What follows belongs to an exercise in optimizing a design on an open flow for small area, a short achievable clock period and few clock cycles; a production flow would make more cautious choices.
Only simulation tests tie the RTL to the original design; equivalence was not proved.
The clock port is modelled as an ideal driver, which makes a skipped or thinned clock tree look cheaper than it is; a real chip needs a root buffer or a tree.
Power is estimated from default activity; no workload was simulated.

oak:
// bridge
module bridge(
input clk,arvalid,res_n,
input [1:0]arburst,
input [3:0]arlen,
input [4:0]araddr,
output arready,
output reg [15:0]rdata,
output rresp,rlast,
input rready,
output rvalid,
output reg [2:0]PADDR,
input [15:0]PRDATA,
output PWRITE,PENABLE,PSEL1,PSEL2,PSEL3,PSEL4,
input PREADY
    );
    reg        full;         
    reg        ready;        
    reg [1:0]  sel;
    reg [2:0]  addr;         
    reg        incr;
    reg [3:0]  cnt;          
    reg        enable;       
    reg [3:0]  psel;
    wire       setup = (psel != 4'd0) & ~enable;    
    reg        tlast;        
    reg        valid;
    reg        rlast_q;
    reg        skid;
    reg [15:0] sdata;
    reg        slast;
    wire done   = enable & PREADY;              
    wire empty  = ~full;
    wire accept = arvalid & ready;
    wire idle   = (psel == 4'd0);
    wire issue  = full & ((idle & (~skid | rready)) |
                            (done & (~valid | (~skid & rready))));
    always @(posedge clk, negedge res_n)
      if (!res_n) begin
        full   <= 1'b0;
        ready  <= 1'b0;
        enable <= 1'b0;
        psel   <= 4'd0;
        valid  <= 1'b0;
        skid   <= 1'b0;
      end else begin
        if (accept) begin
          full  <= 1'b1;
          ready <= 1'b0;
        end else if (issue && cnt == 4'd0) begin
          full  <= 1'b0;
          ready <= 1'b1;
        end else
          ready <= ~full;
        enable <= setup | (enable & ~PREADY);
  ...
For scale: about 140 cells after synthesis, roughly 57 flip-flops, ~61 I/O pins.
Settings: LEC_CHECK=0, CAP_MARGIN=20, CORE_MARGIN=2, CORE_UTILIZATION=40, PLACE_DENSITY=0.6, SETUP_SLACK_MARGIN=3.2, SLEW_MARGIN=20; clock period 5.0 ns.
standard.sh (not shown) runs the stock make flow with config.mk's settings and CLKGATE_MAP_FILE= SYNTH_SCRIPT=/design/flow/synth_recipe.tcl, a recipe that flattens the netlist after the stock synthesis.
==> flow/flow/run.sh <==
#!/bin/bash
set -euo pipefail
export BUFFER_PORTS_ARGS="-buffer_cell sky130_fd_sc_hd__buf_1"
export PRE_CTS_TCL="$PWD/flow/manclk.tcl"
bash standard.sh finish > flow_standard.log 2>&1
==> flow/flow/manclk.tcl <==
# Clock distribution in place of the CTS H-tree: the clock port drives
# nbuf clock buffers, each driving the register clock pins of one vertical
# slice of the core, placed at that slice's centroid.
proc man_clock {bufmaster nbuf} {
  set db [ord::get_db]
  set block [ord::get_db_block]
  set clknet [$block findNet clk]
  set master [$db findMaster $bufmaster]
  set sinks {}
  foreach it [$clknet getITerms] {
    set loc [[$it getInst] getLocation]
    lappend sinks [list [lindex $loc 0] [lindex $loc 1] $it]
  }
  set sinks [lsort -integer -index 0 $sinks]
  set n [llength $sinks]
  for {set b 0} {$b < $nbuf} {incr b} {
    set lo [expr {$b * $n / $nbuf}]
    set hi [expr {($b + 1) * $n / $nbuf - 1}]
    set inst [odb::dbInst_create $block $master clkbuf_root_$b]
    set net [odb::dbNet_create $block clknet_root_$b]
    $net setSigType CLOCK
    set sx 0; set sy 0; set k 0
    foreach s [lrange $sinks $lo $hi] {
      set it [lindex $s 2]
      set sx [expr {$sx + [lindex $s 0]}]; set sy [expr {$sy + [lindex $s 1]}]; incr k
      $it disconnect
      $it connect $net
    }
    [$inst findITerm A] connect $clknet
    [$inst findITerm X] connect $net
    $inst setLocation [expr {$sx / $k}] [expr {$sy / $k}]
    $inst setPlacementStatus PLACED
    puts "man_clock: $k sinks on clknet_root_$b"
  }
}

# Sourced by ORFS's cts.tcl just before its clock_tree_synthesis call:
# replace that call with the distribution above.
rename clock_tree_synthesis orfs_clock_tree_synthesis
proc clock_tree_synthesis {args} {
  man_clock sky130_fd_sc_hd__clkbuf_8 3
}
Testbench counts of oak, summed over its fixed seeds: cycles 7,352.
Input changes introduced in pine (baseline for comparison: oak):
--- a/flow/flow/manclk.tcl
+++ b/flow/flow/manclk.tcl
@@ -40,3 +40,3 @@
 proc clock_tree_synthesis {args} {
-  man_clock sky130_fd_sc_hd__clkbuf_8 3
+  man_clock sky130_fd_sc_hd__clkbuf_8 4
 }
--- a/flow/config.mk
+++ b/flow/config.mk
@@ -11,3 +11,3 @@
 export PLACE_DENSITY = 0.6
-export SETUP_SLACK_MARGIN = 3.2
+export SETUP_SLACK_MARGIN = 3.3
 export SLEW_MARGIN = 20
Results
- Cmp pine vs oak: power density over the cells higher in pine
- pine vs. oak: leakage power summed over all cells went up by 8.6%.
- After synthesis and placement, the instance count of pine is above that of oak.
- oak → pine: global-route wire length before repair up 3.9%; worst setup slack grew by 41 ps; register-to-register slack rose 30 ps; cell area saw an increase.
- Global-route usage on pine is up relative to oak.
- pine vs. oak: clock transition time at the flip-flop clock pins of the worst setup and hold paths went down by 20 ps.
- Comparing pine against oak, there is no change at all in die area.
Changes in birch relative to pine:
--- a/flow/flow/manclk.tcl
+++ b/flow/flow/manclk.tcl
@@ -40,3 +40,3 @@
 proc clock_tree_synthesis {args} {
-  man_clock sky130_fd_sc_hd__clkbuf_8 4
+  man_clock sky130_fd_sc_hd__clkbuf_16 2
 }
--- a/flow/config.mk
+++ b/flow/config.mk
@@ -11,3 +11,3 @@
 export PLACE_DENSITY = 0.6
-export SETUP_SLACK_MARGIN = 3.3
+export SETUP_SLACK_MARGIN = 3.2
 export SLEW_MARGIN = 20
Notes after the runs:
- Final critical-path required period: birch worse than pine
- Against pine, wire length in birch fell by a few percent.
- Going from pine to birch, number of cells upsized or downsized after cts shrank by 11; highest fanout seen on the critical path now sits lower; cell-internal power dropped about 3%.
- The run showing the greater worst hold slack is birch.
- Compared with pine, birch is the less power-hungry design.
- Layout multi-input combinational cell count ends up lower on birch.
- Compared with pine, birch instantiates a smaller number of cells.
- birch -> pine: cell total after placement delta 0, exact match
For maple, these inputs were changed with respect to birch:
--- a/flow/flow/manclk.tcl
+++ b/flow/flow/manclk.tcl
@@ -40,3 +40,3 @@
 proc clock_tree_synthesis {args} {
-  man_clock sky130_fd_sc_hd__clkbuf_16 2
+  man_clock sky130_fd_sc_hd__clkbuf_8 4
 }
==> notes.md <==
Diff birch..maple | initial antenna violation count | unchanged
Measured against each other, birch and maple differ in smallest setup slack after layout, the higher figure coming from maple.
maple consumes less power than birch does.
Compared maple against birch; clock group share of total power within noise.
Post-synthesis cell type count: birch vs maple — no meaningful difference
Comparing maple with birch, the wire length came out essentially unchanged.
In the reports for birch and maple, the smaller sequential power belongs to birch.
On cell area, maple does better than birch.
Run comparison: maple launch point of the critical path psel[1]; birch launch point of the critical path psel[3]
No run of this note takes its clock network from TritonCTS; it comes from the design's own scripts or RTL.

* * *

Another version of the RTL of bridge (not shown whole).
Size: roughly 140 cells after synthesis, about 57 flip-flops, ~61 I/O pins, ~2100 um^2 of cells after synthesis.
export LEC_CHECK = 0
export CAP_MARGIN = 20
export CORE_MARGIN = 2
export CORE_UTILIZATION = 40
export PLACE_DENSITY = 0.6
export SLEW_MARGIN = 20
create_clock -name core_clock -period 5.0 [get_ports {clk}]
==> flow/flow/run.sh <==
#!/bin/bash
set -euo pipefail
export BUFFER_PORTS_ARGS="-buffer_cell sky130_fd_sc_hd__buf_1"
export CTS_ARGS="-sink_clustering_enable -repair_clock_nets -dont_use_dummy_load -buf_list sky130_fd_sc_hd__clkbuf_16 -root_buf sky130_fd_sc_hd__clkbuf_16 -sink_clustering_size 64 -sink_clustering_max_diameter 500"
bash standard.sh finish > flow_standard.log 2>&1
Testbench counts at the start, summed over its fixed seeds: cycles 7,350.
Then changed:
==> flow/flow/run.sh (replaced) <==
#!/bin/bash
set -euo pipefail
export BUFFER_PORTS_ARGS="-buffer_cell sky130_fd_sc_hd__buf_1"
export PRE_CTS_TCL="$PWD/flow/manclk.tcl"
bash standard.sh finish > flow_standard.log 2>&1
==> flow/flow/manclk.tcl (new file) <==
# Clock distribution in place of the CTS H-tree: the clock port drives
# nbuf clock buffers, each driving the register clock pins of one vertical
# slice of the core, placed at that slice's centroid.
proc man_clock {bufmaster nbuf} {
  set db [ord::get_db]
  set block [ord::get_db_block]
  set clknet [$block findNet clk]
  set master [$db findMaster $bufmaster]
  set sinks {}
  foreach it [$clknet getITerms] {
    set loc [[$it getInst] getLocation]
    lappend sinks [list [lindex $loc 0] [lindex $loc 1] $it]
  }
  set sinks [lsort -integer -index 0 $sinks]
  set n [llength $sinks]
  for {set b 0} {$b < $nbuf} {incr b} {
    set lo [expr {$b * $n / $nbuf}]
    set hi [expr {($b + 1) * $n / $nbuf - 1}]
    set inst [odb::dbInst_create $block $master clkbuf_root_$b]
    set net [odb::dbNet_create $block clknet_root_$b]
    $net setSigType CLOCK
    set sx 0; set sy 0; set k 0
    foreach s [lrange $sinks $lo $hi] {
      set it [lindex $s 2]
      set sx [expr {$sx + [lindex $s 0]}]; set sy [expr {$sy + [lindex $s 1]}]; incr k
      $it disconnect
      $it connect $net
    }
    [$inst findITerm A] connect $clknet
    [$inst findITerm X] connect $net
    $inst setLocation [expr {$sx / $k}] [expr {$sy / $k}]
    $inst setPlacementStatus PLACED
    puts "man_clock: $k sinks on clknet_root_$b"
  }
}

# Sourced by ORFS's cts.tcl just before its clock_tree_synthesis call:
# replace that call with the distribution above.
rename clock_tree_synthesis orfs_clock_tree_synthesis
proc clock_tree_synthesis {args} {
  man_clock sky130_fd_sc_hd__clkbuf_8 4
}
- SETUP_SLACK_MARGIN: not set -> 3.2
Routed wire length decreases by 0.98%. Design area decreases by 1.4%. Critical path depth does not change. Register-to-register slack gets worse by 0.02 ns. Total power decreases by 14%. Combinational power increases by 17%. Clock skew barely changes. Synthesized area stays the same. Global-route usage decreases by 1.7 points. Hold slack gets better by 0.0083 ns.
Then changed:
==> flow/flow/run.sh (replaced) <==
#!/bin/bash
set -euo pipefail
export BUFFER_PORTS_ARGS="-buffer_cell sky130_fd_sc_hd__buf_1"
export CTS_ARGS="-sink_clustering_enable -repair_clock_nets -dont_use_dummy_load -buf_list sky130_fd_sc_hd__clkbuf_4 -root_buf sky130_fd_sc_hd__clkbuf_4"
bash standard.sh finish > flow_standard.log 2>&1
- SETUP_SLACK_MARGIN: 3.2 -> not set
removed: flow/flow/manclk.tcl
Result: Cell area went down by 4.7%; fmax went down by 13%; die area stays the same; hold slack degrades by 0.0052 ns; clock power went up by 17%; sequential power barely changes; via count went down by 0.32%; utilization went down by 2.4 points.
Then changed:
==> flow/flow/run.sh (replaced) <==
#!/bin/bash
set -euo pipefail
export BUFFER_PORTS_ARGS="-buffer_cell sky130_fd_sc_hd__buf_1"
export PRE_CTS_TCL="$PWD/flow/manclk.tcl"
bash standard.sh finish > flow_standard.log 2>&1
==> flow/flow/manclk.tcl (new file) <==
# Clock distribution in place of the CTS H-tree: the clock port drives
# nbuf clock buffers, each driving the register clock pins of one vertical
# slice of the core, placed at that slice's centroid.
proc man_clock {bufmaster nbuf} {
  set db [ord::get_db]
  set block [ord::get_db_block]
  set clknet [$block findNet clk]
  set master [$db findMaster $bufmaster]
  set sinks {}
  foreach it [$clknet getITerms] {
    set loc [[$it getInst] getLocation]
    lappend sinks [list [lindex $loc 0] [lindex $loc 1] $it]
  }
  set sinks [lsort -integer -index 0 $sinks]
  set n [llength $sinks]
  for {set b 0} {$b < $nbuf} {incr b} {
    set lo [expr {$b * $n / $nbuf}]
    set hi [expr {($b + 1) * $n / $nbuf - 1}]
    set inst [odb::dbInst_create $block $master clkbuf_root_$b]
    set net [odb::dbNet_create $block clknet_root_$b]
    $net setSigType CLOCK
    set sx 0; set sy 0; set k 0
    foreach s [lrange $sinks $lo $hi] {
      set it [lindex $s 2]
      set sx [expr {$sx + [lindex $s 0]}]; set sy [expr {$sy + [lindex $s 1]}]; incr k
      $it disconnect
      $it connect $net
    }
    [$inst findITerm A] connect $clknet
    [$inst findITerm X] connect $net
    $inst setLocation [expr {$sx / $k}] [expr {$sy / $k}]
    $inst setPlacementStatus PLACED
    puts "man_clock: $k sinks on clknet_root_$b"
  }
}

# Sourced by ORFS's cts.tcl just before its clock_tree_synthesis call:
# replace that call with the distribution above.
rename clock_tree_synthesis orfs_clock_tree_synthesis
proc clock_tree_synthesis {args} {
  man_clock sky130_fd_sc_hd__clkbuf_8 4
}
- SETUP_SLACK_MARGIN: not set -> 3.3
The changed run ran to the end with no violations.
Power rose by about 4%.
Via count came out higher by about 1%.
Critical path depth is unchanged.
Wire length came out lower by about 0.3%.
Global-route usage drops by 1.2 points.
Then changed:
==> flow/flow/run.sh (replaced) <==
#!/bin/bash
set -euo pipefail
export BUFFER_PORTS_ARGS="-buffer_cell sky130_fd_sc_hd__buf_1"
bash standard.sh finish > flow_standard.log 2>&1
- SETUP_SLACK_MARGIN: 3.3 -> not set
removed: flow/flow/manclk.tcl
Result: The changed run produced a clean layout; power increases by about 10%; worst setup slack gets worse by 0.16 ns; hold slack gets worse by 0.0080 ns; combinational power decreases by 18%; sequential power decreases by about 1%; synthesized area does not change; cell area decreases by 2.4%; routed wire length increases by 1.2%; synthesized cell count does not change; sequential cell count does not change.
Then changed:
==> flow/flow/run.sh (replaced) <==
#!/bin/bash
set -euo pipefail
export BUFFER_PORTS_ARGS="-buffer_cell sky130_fd_sc_hd__buf_1"
export CTS_ARGS="-sink_clustering_enable -repair_clock_nets -dont_use_dummy_load -buf_list sky130_fd_sc_hd__clkbuf_8 -root_buf sky130_fd_sc_hd__clkbuf_8 -sink_clustering_size 64 -sink_clustering_max_diameter 500"
bash standard.sh finish > flow_standard.log 2>&1
What happened: Clock-buffer cell count is lower by 3. Worst hold slack is about the same. Global-route usage is about the same. Core utilization falls by 1.4 points. Critical path depth stays the same. Power is lower by 7.5%. Final area is lower by 2.8%.
In the second and fourth runs of this note the design's own scripts or RTL, not TritonCTS, make the clock network.

-- re-timing with driven ports --
In the flow no input, the clock included, has a driving cell. The finished layouts below were timed again as built, in two steps. Step 1 assumes that a clkbuf_16 drives the clock port and a buf_2 every other input. Step 2 moves the port delays by t, midway between the first and last clock arrival at a register: inputs arrive t later, outputs are due t later. That takes back most of the time a late clock gives input paths. Slacks: no drivers / after step 1 / after step 2; pairs: no drivers / after step 1.
run | t, ns | setup WS [ns] | hold WS [ns] | clock arrival spread, ns | worst slew at a driven data input, ns
oak | 0.205 | 3.203 / 3.159 / 3.165 | 0.465 / 0.465 / 0.465 | 0.011 / 0.011 | 0.04
pine | 0.195 | 3.243 / 3.195 / 3.254 | 0.464 / 0.464 / 0.464 | 0.009 / 0.009 | 0.06
birch | 0.206 | 3.230 / 3.186 / 3.170 | 0.471 / 0.471 / 0.471 | 0.006 / 0.006 | 0.03
maple | 0.195 | 3.244 / 3.195 / 3.167 | 0.464 / 0.464 / 0.464 | 0.009 / 0.009 | 0.04
the first run of note 2 | 0.336 | 3.010 / 2.979 / 2.827 | 0.459 / 0.459 / 0.459 | 0.008 / 0.008 | 0.03
the second run of note 2 | 0.195 | 3.201 / 3.154 / 3.100 | 0.468 / 0.468 / 0.468 | 0.010 / 0.010 | 0.06
the third run of note 2 | 0.391 | 2.939 / 2.915 / 2.827 | 0.462 / 0.462 / 0.462 | 0.021 / 0.021 | 0.03
the fourth run of note 2 | 0.192 | 3.155 / 3.106 / 3.135 | 0.469 / 0.469 / 0.469 | 0.007 / 0.006 | 0.06
the fifth run of note 2 | 0.342 | 2.995 / 2.968 / 2.826 | 0.461 / 0.461 / 0.461 | 0.006 / 0.006 | 0.03
the sixth run of note 2 | 0.335 | 3.000 / 2.973 / 2.833 | 0.461 / 0.461 / 0.461 | 0.012 / 0.012 | 0.04
After both steps setup and hold are still met in every run listed. For the first run of note 2, which loses most, drivers alone change the setup slack by -0.031 ns; drivers and shift together by -0.183 ns.
